Background: an optimization exercise with open tools, aiming at small area, a short achievable clock period and few clock cycles per item. Do not read the settings as production practice. No run shown here included a check of the RTL's function; only the layout flow was run. Power and IR drop assume default switching activity.

## flow/design.v (module list and top-level ports; edited modules follow where they fit)
// module ma_blk1: 13 lines
// module mb_blk1: 6 lines
// module ma_blk4: 19 lines
// module mb_blk4: 13 lines
// module ma_low: 12 lines
// module ma_pre: 254 lines
// module mb_carry: 319 lines
// module simple_modular_adder: 166 lines
module simple_modular_adder(a,b,clk,rst,out,done);
  // ...
==> flow/flow/run.sh <==
#!/bin/bash
# Layout flow: the standard ORFS flow (standard.sh, run on a config that includes
# the standard flow's config.mk) with two changes:
#  - the port buffers are the smallest plain buffer, sky130_fd_sc_hd__buf_1, instead of
#    the delay cell buffer_ports picks by default;
#  - (adder cells are mapped as in the standard flow)
#  - slow cells with long PMOS stacks (3- and 4-input OR/NOR and some complex gates) are
#    added to the don't-use list.
# Registers are untouched: they come from the standard synthesis.
set -euo pipefail
here=$(pwd)
cat > own.mk <<EOM
include $here/config.mk
export BUFFER_PORTS_ARGS = -buffer_cell sky130_fd_sc_hd__buf_1
export DONT_USE_CELLS = sky130_fd_sc_hd__nor3_1 sky130_fd_sc_hd__nor3_2 sky130_fd_sc_hd__nor3_4 sky130_fd_sc_hd__nor3b_1 sky130_fd_sc_hd__nor3b_2 sky130_fd_sc_hd__nor3b_4 sky130_fd_sc_hd__nor4_1 sky130_fd_sc_hd__nor4_2 sky130_fd_sc_hd__nor4_4 sky130_fd_sc_hd__nor4b_1 sky130_fd_sc_hd__nor4b_2 sky130_fd_sc_hd__nor4b_4 sky130_fd_sc_hd__nor4bb_1 sky130_fd_sc_hd__nor4bb_2 sky130_fd_sc_hd__nor4bb_4 sky130_fd_sc_hd__or3_1 sky130_fd_sc_hd__or3_2 sky130_fd_sc_hd__or3_4 sky130_fd_sc_hd__or3b_1 sky130_fd_sc_hd__or3b_2 sky130_fd_sc_hd__or3b_4 sky130_fd_sc_hd__or4_1 sky130_fd_sc_hd__or4_2 sky130_fd_sc_hd__or4_4 sky130_fd_sc_hd__or4b_1 sky130_fd_sc_hd__or4b_2 sky130_fd_sc_hd__or4b_4 sky130_fd_sc_hd__or4bb_1 sky130_fd_sc_hd__or4bb_2 sky130_fd_sc_hd__or4bb_4  sky130_fd_sc_hd__a2111o_1 sky130_fd_sc_hd__a2111o_2 sky130_fd_sc_hd__a2111o_4 sky130_fd_sc_hd__a2111oi_0 sky130_fd_sc_hd__a2111oi_1 sky130_fd_sc_hd__a2111oi_2 sky130_fd_sc_hd__a2111oi_4 sky130_fd_sc_hd__a222oi_1 sky130_fd_sc_hd__a2bb2o_1 sky130_fd_sc_hd__a2bb2o_2 sky130_fd_sc_hd__a2bb2o_4 sky130_fd_sc_hd__a2bb2oi_1 sky130_fd_sc_hd__a2bb2oi_2 sky130_fd_sc_hd__a2bb2oi_4 sky130_fd_sc_hd__a311o_1 sky130_fd_sc_hd__a311o_2 sky130_fd_sc_hd__a311o_4 sky130_fd_sc_hd__a311oi_1 sky130_fd_sc_hd__a311oi_2 sky130_fd_sc_hd__a311oi_4 sky130_fd_sc_hd__a32o_1 sky130_fd_sc_hd__a32o_2 sky130_fd_sc_hd__a32o_4 sky130_fd_sc_hd__a32oi_1 sky130_fd_sc_hd__a32oi_2 sky130_fd_sc_hd__a32oi_4 sky130_fd_sc_hd__a41o_1 sky130_fd_sc_hd__a41o_2 sky130_fd_sc_hd__a41o_4 sky130_fd_sc_hd__a41oi_1 sky130_fd_sc_hd__a41oi_2 sky130_fd_sc_hd__a41oi_4 sky130_fd_sc_hd__o2111a_1 sky130_fd_sc_hd__o2111a_2 sky130_fd_sc_hd__o2111a_4 sky130_fd_sc_hd__o2111ai_1 sky130_fd_sc_hd__o2111ai_2 sky130_fd_sc_hd__o2111ai_4 sky130_fd_sc_hd__o2bb2a_1 sky130_fd_sc_hd__o2bb2a_2 sky130_fd_sc_hd__o2bb2a_4 sky130_fd_sc_hd__o2bb2ai_1 sky130_fd_sc_hd__o2bb2ai_2 sky130_fd_sc_hd__o2bb2ai_4 sky130_fd_sc_hd__o311a_1 sky130_fd_sc_hd__o311a_2 sky130_fd_sc_hd__o311a_4 sky130_fd_sc_hd__o311ai_0 sky130_fd_sc_hd__o311ai_1 sky130_fd_sc_hd__o311ai_2 sky130_fd_sc_hd__o311ai_4 sky130_fd_sc_hd__o32a_1 sky130_fd_sc_hd__o32a_2 sky130_fd_sc_hd__o32a_4 sky130_fd_sc_hd__o32ai_1 sky130_fd_sc_hd__o32ai_2 sky130_fd_sc_hd__o32ai_4 sky130_fd_sc_hd__o41a_1 sky130_fd_sc_hd__o41a_2 sky130_fd_sc_hd__o41a_4 sky130_fd_sc_hd__o41ai_1 sky130_fd_sc_hd__o41ai_2 sky130_fd_sc_hd__o41ai_4 
EOM
sed "s#DESIGN_CONFIG=[^ ]*#DESIGN_CONFIG=$here/own.mk#" standard.sh > own.sh
bash own.sh > standard.log 2>&1
==> flow/standard.sh <==
#!/bin/bash
# synth_recipe.tcl (not shown) runs the flow's synth.tcl, then flattens the netlist and writes it again
# the make line also repeats each setting of config.mk as NAME=value (left out here)
make -C /OpenROAD-flow-scripts/flow DESIGN_CONFIG=/design/flow/config.mk WORK_HOME=/design/flow/orfs CLKGATE_MAP_FILE= SYNTH_SCRIPT=/design/flow/synth_recipe.tcl "${@:-finish}"
==> flow/config.mk <==
export PLATFORM = sky130hd
export DESIGN_NAME = simple_modular_adder
export DESIGN_NICKNAME = simple_modular_adder
export VERILOG_FILES = /design/flow/design.v
export SDC_FILE = /design/flow/constraint.sdc
export NUM_CORES = 4
export LEC_CHECK = 0
export CAP_MARGIN = 20
export CORE_MARGIN = 2
export CORE_UTILIZATION = 40
export SETUP_SLACK_MARGIN = 2.0
export SLEW_MARGIN = 20
export SYNTH_HIERARCHICAL = 1
==> flow/constraint.sdc <==
create_clock -name core_clock -period 5.0 [get_ports {clk}]
set_input_delay 1.0000 -clock core_clock [delete_from_list [all_inputs] [get_ports {clk}]]
set_output_delay 1.0000 -clock core_clock [all_outputs]
set_load 0.01 [all_outputs]
==> impl_metrics.env, run 1 <==
export IMPL_clkPwrFrac_pct=35.5
export IMPL_fin_area_um2=33770
export IMPL_drt_first_pass_iters=5
export IMPL_hp_class="flip-flop to flip-flop"
export IMPL_vias=18470
export IMPL_min_period_over_period_pct=56.26
export IMPL_synth_top_family_by_area="adder cells"
export IMPL_dp_cells=3987
export IMPL_rows=97
export IMPL_top_layer="met5"
export IMPL_use_met1_pct=21.11
export IMPL_arrival_ps=3330
export IMPL_p_seq_mw=6.58
export IMPL_wl_met3_um=4765
export IMPL_final_common_cell="buf_1"
export IMPL_status="finished clean"
export IMPL_crit_path_max_fanout=3
export IMPL_drt_iter0_markers=590
export IMPL_cts_root_buf="clkbuf_16"
export IMPL_core_area_um2=69790
export IMPL_p_comb_mw=2.73
export IMPL_final_cell_mix="buf_1 (767), dfxtp_1 (647), inv_1 (298)"
export IMPL_clock_cell_area_share_pct=6.803
export IMPL_ys_ff_latch=647
export IMPL_io_pins=771
export IMPL_synth_top_area_share_pct=46.15
export IMPL_worstHoldStart="hs_r[201]"
export IMPL_slowest_delay_ps=420
==> module ma_blk1, before the edit <==
module ma_blk1(a, b, al, bl, hs, bg, bp);
  input [0:0] a, b;
  input al, bl;
  output [0:0] hs;
  output bg, bp;
  wire [1:0] c;
  assign c[0] = al & bl;
  assign hs[0] = a[0] ^ b[0] ^ c[0];
  assign c[1] = (a[0] & b[0]) | (c[0] & (a[0] ^ b[0]));
  wire ge = a[0] & b[0];
  assign bg = c[1] & ~ge;
  assign bp = (&hs) & ~(c[1] ^ ge);
endmodule
==> module ma_blk4, before the edit <==
module ma_blk4(a, b, al, bl, hs, bg, bp);
  input [3:0] a, b;
  input al, bl;
  output [3:0] hs;
  output bg, bp;
  wire [4:0] c;
  assign c[0] = al & bl;
  assign hs[0] = a[0] ^ b[0] ^ c[0];
  assign c[1] = (a[0] & b[0]) | (c[0] & (a[0] ^ b[0]));
  assign hs[1] = a[1] ^ b[1] ^ c[1];
  assign c[2] = (a[1] & b[1]) | (c[1] & (a[1] ^ b[1]));
  assign hs[2] = a[2] ^ b[2] ^ c[2];
  assign c[3] = (a[2] & b[2]) | (c[2] & (a[2] ^ b[2]));
  assign hs[3] = a[3] ^ b[3] ^ c[3];
  assign c[4] = (a[3] & b[3]) | (c[3] & (a[3] ^ b[3]));
  wire ge = a[3] & b[3];
  assign bg = c[4] & ~ge;
  assign bp = (&hs) & ~(c[4] ^ ge);
endmodule
==> inputs of run 2 (changes only) <==
--- a/flow/design.v
+++ b/flow/design.v
@@ -9,7 +9,7 @@
   assign c[1] = (a[0] & b[0]) | (c[0] & (a[0] ^ b[0]));
   wire ge = a[0] & b[0];
   assign bg = c[1] & ~ge;
-  assign bp = (&hs) & ~(c[1] ^ ge);
+  assign bp = &hs;
 endmodule
 module mb_blk1(hs, cb, r);
   input [0:0] hs;
@@ -34,7 +34,7 @@
   assign c[4] = (a[3] & b[3]) | (c[3] & (a[3] ^ b[3]));
   wire ge = a[3] & b[3];
   assign bg = c[4] & ~ge;
-  assign bp = (&hs) & ~(c[4] ^ ge);
+  assign bp = &hs;
 endmodule
 module mb_blk4(hs, cb, r);
   input [3:0] hs;
==> run 2 against run 1 <==
Against the previous run:
- critical endpoint is now res[179]
- combinational power about the same
- largest power group unchanged
- total power rose by 0.30%
- cell area decreased by 3.2%
- synthesized cell count fell by 15%
- routed wire length rose by 0.22%
==> impl_metrics.env, run 2 <==
export IMPL_crit_chain="a21o_1 -> a211oi_1 -> nand2_1 -> o211ai_1 -> a31oi_1 -> ha_1 -> xor2_1"
export IMPL_synth_top_area_cell="dfxtp_1"
export IMPL_sw_frac_of_total_pct=27.85
export IMPL_setup_viol=0
export IMPL_ys_seq_area_share_pct=49.43
export IMPL_reg2reg_slack_ps=2090
export IMPL_area_delta_synth_final_pct=24.76
export IMPL_clkPwrFrac_pct=35.5
export IMPL_drc=0
export IMPL_numCtsBuffers=69
export IMPL_wl_per_cell_um=19.65
export IMPL_start_util_pct=40.57
export IMPL_p_seq_share_pct=45.6
export IMPL_hold_path_end="res[249]"
export IMPL_rows=93
export IMPL_final_cell_mix="buf_1 (767), dfxtp_1 (647), fa_2 (170)"
export IMPL_die_width_um=259.9
export IMPL_async_reset_ff_share_pct=0
export IMPL_drt_iter0_markers=469
export IMPL_hp_class="flip-flop to flip-flop"
export IMPL_crit_path_max_fanout=7
export IMPL_grt_overflow_total=0
export IMPL_grt_max_degree=15
export IMPL_hold_viol_final=0
export IMPL_slowest_delay_ps=570
export IMPL_tns_ps=0
export IMPL_clk_pin_slew_ps=60
export IMPL_filler_cell_count=5775
export IMPL_period_needed_ps=2914
export IMPL_clock_sinks=647
export IMPL_grt_pass1_vias=18820
export IMPL_min_period_over_period_pct=58.27
export IMPL_p_int_mw=10.45
export IMPL_dpl_hpwl_um=61610
export IMPL_max_slew_margin_pct=51.21
export IMPL_io_pins=771
export IMPL_gp_congestion=0.9557
export IMPL_netlist_area_um2=26200
export IMPL_io_buffers=767
export IMPL_ys_ff_latch=647
export IMPL_worstHoldStart="hs_r[249]"
export IMPL_avgSynthCellArea_um2=12.88
export IMPL_drt_first_pass_iters=4
export IMPL_vias=17170
export IMPL_power_density_nw_per_um2=443.3
export IMPL_fin_skew_ps=25.46
export IMPL_top_regs="res (255), hs_r (249)"
export IMPL_grt_setup_unrepaired="yes"
export IMPL_regMostFlops="res"
export IMPL_r2r_start="bg_r[51]"
export IMPL_worst_path_buf_inv=0
export IMPL_worst_slew_pin_slew_ps=726.9
export IMPL_die_y_um=259.9
export IMPL_core_area_um2=64580
export IMPL_cts_root_buf="clkbuf_16"
export IMPL_largest_reg_flops=255
export IMPL_maxCapViolCount=0
export IMPL_synth_most_common_cell="dfxtp_1"
export IMPL_cp_end_kind="flip-flop"
export IMPL_startpoint_type="flip-flop"
export IMPL_fmax_mhz=343.2
export IMPL_net_switching_power_mw=4.036
export IMPL_arrival_ps=3400
export IMPL_ant_nets=0
export IMPL_r2r_cells=7
export IMPL_antenna_found_initial=6
export IMPL_worst_path_max_delay_cell="o211ai_1"
export IMPL_status="finished clean"
export IMPL_htree_levels=3
export IMPL_synth_common_cells="dfxtp_1 (647), ha_1 (194), fa_1 (187)"
export IMPL_synthTopCellsByArea="dfxtp_1 (49%), fa_1 (14%), ha_1 (9.3%)"
export IMPL_cts_max_path_buffers=3
export IMPL_r2r_end="res[179]"
export IMPL_syn_nets=2929
export IMPL_worstPathRequired_ps=5480
export IMPL_yosysWarnings=7
export IMPL_grt_pass1_wl_um=106300
export IMPL_post_route_cells_drive_above_1_share_pct=14.97
export IMPL_path_class="flip-flop to flip-flop"
export IMPL_dp_cells=3528
export IMPL_synth_top_area_share_pct=49.43
export IMPL_postCtsHoldBufs=0
export IMPL_syn_inst=2034
export IMPL_die_area_um2=67570
export IMPL_synth_cell_type_count=60
export IMPL_crit_start="bg_r[51]"
export IMPL_clkLatencyLatePin_ps=590
export IMPL_stdcell_count=3651
export IMPL_combPwrFrac_pct=18.9
export IMPL_fin_nets=3639
export IMPL_drt_total_wl_um=71760
export IMPL_p_leak_nw=13.01
export IMPL_cts_tree="yes"
export IMPL_synth_edf_count=0
export IMPL_hold_path_depth=1
export IMPL_grt_use_total_pct=20.89
export IMPL_ir_worst_vdd_uv=256.7
export IMPL_path_delay_family="compound AO/OA/AOI/OAI gates"
export IMPL_finalPower_mw=14.49
export IMPL_avgViaCountPerCell=4.702
export IMPL_finalMaxSlewViolations=0
export IMPL_synthFlopType="dfxtp_1"
export IMPL_final_common_cell="buf_1"
run 2: cell count changes after synthesis, sizes merged:
cell / before / now
inv: 322 / 12
buf: 130 / 131
nor2: 115 / 53
and4: 4 / 66
nand4b: 63 / 1
nor2b: 68 / 67
run 2: timing repair:
action,4_1_cts,5_1_grt
hold endpoints to repair,0,0
gates resized for setup,0,4
buffers inserted,0,0
endpoints found under the setup margin,0,20
run 2: cell type report:
class	count	area (um^2)	area share [%]
flip-flops and latches	647	12950	39.62
repair buffers	771	2909	8.900
clock buffers	95	1946	5.952
well taps	855	1070	3.273
diodes	3	7.507	0.02297
multi-input cells	1243	13380	40.93
inverters	12	45.04	0.1378
clock inverters	25	377.9	1.156
run 2: kinds of logic (layout without fill, tap and decap cells):
| logic type | Yosys count | in the layout | share of synthesized area, % |
|---|---|---|---|
| buf+inv | 144 | 903 | 3.944 |
| fa+ha+maj | 381 | 381 | 23.55 |
| simple gates | 467 | 467 | 10.91 |
| mux | 6 | 6 | 0.3438 |
| other cells | 1 | 4 | 0.01431 |
| flops | 647 | 647 | 49.43 |
| xor+xnor | 194 | 194 | 6.566 |
| compound gates | 194 | 194 | 5.239 |
run 2: worst max path at each step:
stage | depth (start not counted) | end
finish | 7 | res[179]
global route | 8 | res[191]
CTS | 7 | res[27]
detailed placement | 9 | bg_r[11]
global placement | 9 | bg_r[11]
floorplan | 9 | bg_r[11]
run 2: per-module statistics from Yosys (local to each module, per instance):
module                flops+latches  copies in the design  area, um^2
mb_blk4                           0                    62       50.05
simple_modular_adder            647                     1       13090
ma_pre                            0                     1        1758
ma_blk1                           0                     1       52.55
mb_carry                          0                     1        1195
ma_low                            0                     1       404.1
mb_blk1                           0                     1       8.758
ma_blk4                           0                    62       106.4
run 2: power by group through the flow:
stage / Sequential (mW) / Combinational, mW / Clock (mW)
finish: 6.61 / 2.73 / 5.15
CTS: 6.62 / 2.78 / 5.27
detailed placement: 6.72 / 2.75 / 0
global placement: 6.69 / 2.71 / 0
global route: 6.71 / 3.00 / 5.50
floorplan: 6.89 / 1.25 / 0
run 2: metrics by stage:
stage	worst slack (ps)	instance area, um^2	hold WS, ps	utilization, %
floorplan	1799	27400	405.6	-
CTS	2029	32660	425.6	50.57
finish	2086	32690	426.4	50.62
global placement	1580	30330	408.7	46.97
global route	1940	32690	431.7	50.62
detailed placement	1583	30330	414.8	46.97
run 2: per-layer routing:
layer | GRT usage [%] | wire [um]
met1 | 23.62 | 28210
met2 | 38.18 | 37180
met3 | 5.010 | 4409
met5 | 0 | 0
met4 | 7.248 | 1956

re-timing with driven ports:
No port has a modelled driver above. Below, the same layouts with a new extraction and two added sets of constraints. Step 1, drivers: a clkbuf_16 drives clk and a buf_2 each remaining input, both assumed. Step 2 also shifts input and output timing later by t, the mid clock arrival at the registers, as if the neighbouring blocks saw the same clock. Slacks: ideal ports / drivers / drivers and shift; pairs: ideal ports / drivers.
run | t (ns) | setup WS [ns] | worst setup path at the end | latest minus earliest clock arrival (ns) | worst data-port slew with drivers (ns)
run 1 | 0.643 | 2.187 / 2.216 / 1.574 | input to register | 0.035 / 0.035 | 0.12
run 2 | 0.644 | 2.086 / 2.086 / 1.583 | input to register | 0.026 / 0.026 | 0.09
After both steps every run listed still meets setup and hold. For run 1, which loses most, drivers alone change the setup slack by +0.029 ns; drivers and shift together by -0.613 ns.
